This is an optimization exercise on Yosys and OpenROAD, whose aim is small area, not a production implementation.
Power and IR drop assume default switching activity.

alpha:
==> flow/design.v <==
module final_top(
	input clk,
	input rst_n,
	input [7:0] datain,
	input random_btn,
	output big,
	output smal,
	output [7:0] seg,
	output [3:0] sel,
	output [3:0] led_out,
	output [7:0] key
);
reg [7:0] R;
reg       out;
reg       npre;
reg       e8;
always @(posedge clk)
	if (!rst_n) begin
		R <= 8'd0; out <= 1'b0; npre <= 1'b0; e8 <= 1'b0;
	end else begin
		R <= {R[6:0], out};
		out <= ~npre | (R[7] ^ R[6]);
		npre <= npre | e8;
		e8 <= R[7];
	end
reg [7:0] k;
reg       bq;
always @(posedge clk)
	if (!rst_n) begin
		k <= 8'hAA; bq <= 1'b0;
	end else begin
		bq <= random_btn;
		if (random_btn & ~bq) k <= R;
	end
assign key  = k;
assign big  = datain > k;
assign smal = datain < k;
wire match = (datain == k);
reg rf, lf;
always @(posedge clk) begin
	rf <= ~rst_n | match;
	lf <= rst_n & match;
end
reg       tc;
reg [1:0] dc;
reg [6:0] Y;
reg       b;
reg [3:0] sl;
reg [2:0] sh;
reg [3:0] ml;
reg [2:0] mt;
reg [3:0] dig;
always @*
	case (dc)
		2'd0: dig = sl;
		2'd1: dig = {1'b0, sh};
		2'd2: dig = ml;
		default: dig = {1'b0, mt};
	endcase
wire [3:0] sl_n, ml_n; wire [2:0] sh_n, mt_n;
assign sl_n[0] = (~sl[0]);
assign sl_n[1] = (sl[0] & ~sl[1] & ~sl[3]) | (~sl[0] & sl[1]);
assign sl_n[2] = (sl[0] & sl[1] & ~sl[2]) | (~sl[1] & sl[2]) | (~sl[0] & sl[2]);
assign sl_n[3] = (~sl[0] & sl[3]) | (sl[0] & sl[1] & sl[2]);
assign ml_n[0] = (~ml[0]);
assign ml_n[1] = (ml[0] & ~ml[1] & ~ml[3]) | (~ml[0] & ml[1]);
assign ml_n[2] = (ml[0] & ml[1] & ~ml[2]) | (~ml[1] & ml[2]) | (~ml[0] & ml[2]);
assign ml_n[3] = (~ml[0] & ml[3]) | (ml[0] & ml[1] & ml[2]);
assign sh_n[0] = (~sh[0]);
assign sh_n[1] = (sh[0] & ~sh[1] & ~sh[2]) | (~sh[0] & sh[1]);
assign sh_n[2] = (sh[0] & sh[1]) | (~sh[0] & sh[2]);
assign mt_n[0] = (~mt[0]);
assign mt_n[1] = (mt[0] & ~mt[1] & ~mt[2]) | (~mt[0] & mt[1]);
assign mt_n[2] = (mt[0] & mt[1]) | (~mt[0] & mt[2]);
wire sl9 = (sl[0] & sl[3]);
wire ml9 = (ml[0] & ml[3]);
wire sh5 = (sh[0] & sh[2]);
wire s15 = (sl[0] & ~sl[1] & sl[2] & sh[0]);
wire s22 = (~sl[0] & sl[1] & sh[1]);
wire s25 = (sl[0] & sl[2] & sh[1]);
wire [3:0] sv;
assign sv[0] = (~sl[0] & ~sl[1] & ~sh[0] & ~sh[1]) | (sl[0] & sl[1] & sh[1]) | (~sl[0] & sl[1] & sh[0]) | (sl[1] & sl[2] & sh[0]) | (sl[3] & sh[0]) | (~sl[0] & sl[2] & sh[1]);
assign sv[1] = (~sl[0] & ~sl[1] & sh[1]) | (sl[0] & ~sl[1] & ~sh[0] & ~sh[1]) | (sl[0] & sl[1] & sh[0]) | (sl[3] & sh[0]) | (sl[2] & sh[1]);
assign sv[2] = (~sl[0] & sl[1] & ~sh[0] & ~sh[1]) | (~sl[0] & ~sl[1] & sh[0]) | (sl[3] & sh[0]) | (~sl[0] & ~sl[1] & sh[1]) | (sl[0] & ~sl[2] & sh[1]);
assign sv[3] = (~sl[1] & sh[1]) | (~sl[0] & sh[1]) | (sl[0] & sl[1] & ~sh[0] & ~sh[1]) | (sl[0] & ~sl[1] & sh[0]);
wire bomb = (ml[1]) | (ml[2]) | (ml[3]);
wire [6:0] s7;
assign s7[0] = (~dig[0] & ~dig[2]) | (dig[1]) | (dig[0] & dig[2]) | (dig[3]);
assign s7[1] = (~dig[2]) | (~dig[0] & ~dig[1]) | (dig[0] & dig[1]);
assign s7[2] = (~dig[1]) | (dig[0]) | (dig[2]);
assign s7[3] = (~dig[0] & ~dig[2]) | (dig[1] & ~dig[2]) | (dig[0] & ~dig[1] & dig[2]) | (~dig[0] & dig[1]) | (dig[3]);
assign s7[4] = (~dig[0] & ~dig[2]) | (~dig[0] & dig[1]);
assign s7[5] = (~dig[0] & ~dig[1]) | (~dig[1] & dig[2]) | (~dig[0] & dig[2]) | (dig[3]);
assign s7[6] = (dig[1] & ~dig[2]) | (~dig[1] & dig[2]) | (dig[3]) | (~dig[0] & dig[1]);
wire t4   = tc & (dc == 2'd3);
wire W    = t4 & (Y == 7'd124);
wire inc  = W & (lf ^ b);
wire lend = lf & W & ~b;
wire g2   = lend & (s15 | s22);
wire g3   = lend & s25;
wire gap  = g2 | g3;
wire c_sh = inc & sl9;
wire c_ml = c_sh & sh5;
wire c_mt = c_ml & ml9;
wire keep = rst_n & (match ? lf : ~rf);
always @(posedge clk)
	if (!keep) begin
		tc <= 1'b0; dc <= 2'd0; Y <= 7'd0; b <= 1'b0;
		sl <= 4'd0; sh <= 3'd0; ml <= 4'd0; mt <= 3'd0;
	end else begin
		tc <= gap ? g3 : ~tc;
		if (gap) dc <= {1'b1, g2};
		else if (tc) dc <= dc + 2'd1;
		if (gap) Y <= 7'd124;
		else if (t4) Y <= W ? 7'd0 : Y + 7'd1;
		if (W) b <= lf ? gap : ~b;
		if (inc) begin
			if (lf & s25) begin
				sl <= 4'd0; sh <= 3'd0;
			end else begin
				sl <= sl_n;
				if (c_sh) sh <= sh_n;
			end
		end
		if (c_ml) ml <= ml_n;
		if (c_mt) mt <= mt_n;
	end
wire [6:0] bp;
assign bp[0] = ~dc[1] ^ dc[0];
assign bp[1] = dc[1] & ~dc[0];
assign bp[2] = dc[1] & ~dc[0];
assign bp[3] = ~(dc[1] & dc[0]);
assign bp[4] = 1'b1;
assign bp[5] = ~(dc[0] & ~dc[1]);
assign bp[6] = dc[0];
wire [7:0] seg_d = bomb ? {1'b1, bp} : {~dc[0], s7};
wire [3:0] sel_d = {~(dc == 2'd0), ~(dc == 2'd1), ~(dc == 2'd2), ~(dc == 2'd3)};
assign seg = rf ? 8'd0 : seg_d;
assign sel = rf ? 4'd0 : sel_d;
wire half = ~b & (Y[6] | ((Y[5:1] == 5'b11111) & (Y[0] | dc[1])));
assign led_out = sv & {4{half & lf}};
endmodule
clock: 10.0 ns
lec_check: 0
cap_margin: 20
core_margin: 2
core_utilization: 40
slew_margin: 20
standard.sh (not shown) runs the stock make flow with config.mk's settings and CLKGATE_MAP_FILE= SYNTH_SCRIPT=/design/flow/synth_recipe.tcl, a recipe that flattens the netlist after the stock synthesis.
==> flow/flow/run.sh <==
#!/bin/bash
export BUFFER_PORTS_ARGS="-buffer_cell sky130_fd_sc_hd__buf_1"
export CTS_ARGS="-sink_clustering_enable -sink_clustering_size 50 -sink_clustering_max_diameter 300 -repair_clock_nets -dont_use_dummy_load -buf_list sky130_fd_sc_hd__clkbuf_16 -root_buf sky130_fd_sc_hd__clkbuf_16"
bash standard.sh > flow_standard.log 2>&1
alpha has completed all stages; timing, DRC and antenna checks passed.
Inputs modified between alpha and beta:
==> flow/flow/run.sh <==
#!/bin/bash
export BUFFER_PORTS_ARGS="-buffer_cell sky130_fd_sc_hd__buf_1"
export CTS_ARGS="-sink_clustering_enable -sink_clustering_size 50 -sink_clustering_max_diameter 300 -repair_clock_nets -dont_use_dummy_load -buf_list sky130_fd_sc_hd__clkbuf_8"
bash standard.sh > flow_standard.log 2>&1
==> comparison <==
beta | stages: all done | timing, DRC, antenna: all pass
Met1 demand-to-capacity share in global routing: alpha vs beta — no meaningful difference
beta against alpha: highest ir drop seen on vdd went down, sum of routed wire segments on met1 now sits lower.
No functional check of the RTL was part of any run of this note.

## re-timing with driven ports
Ports are ideal in the flow. The routed layouts listed here were re-timed in OpenROAD.
Step 1 assumes that a clkbuf_16 drives the clock port and a buf_2 every other input.
Step 2 moves the port delays by t, midway between the first and last clock arrival at a register: inputs arrive t later, outputs are due t later. That takes back most of the time a late clock gives input paths.
Three values: ideal, step 1, step 2; two values: the first two.
run | t, ns | slack for setup (ns) | worst data-port slew with drivers (ns)
alpha | 0.315 | 4.754 / 4.732 / 4.732 | 0.03
beta | 0.325 | 4.753 / 4.732 / 4.732 | 0.03
After both steps setup and hold are still met in every run listed. For alpha, which loses most, drivers alone change the setup slack by -0.022 ns; drivers and shift together by -0.022 ns.
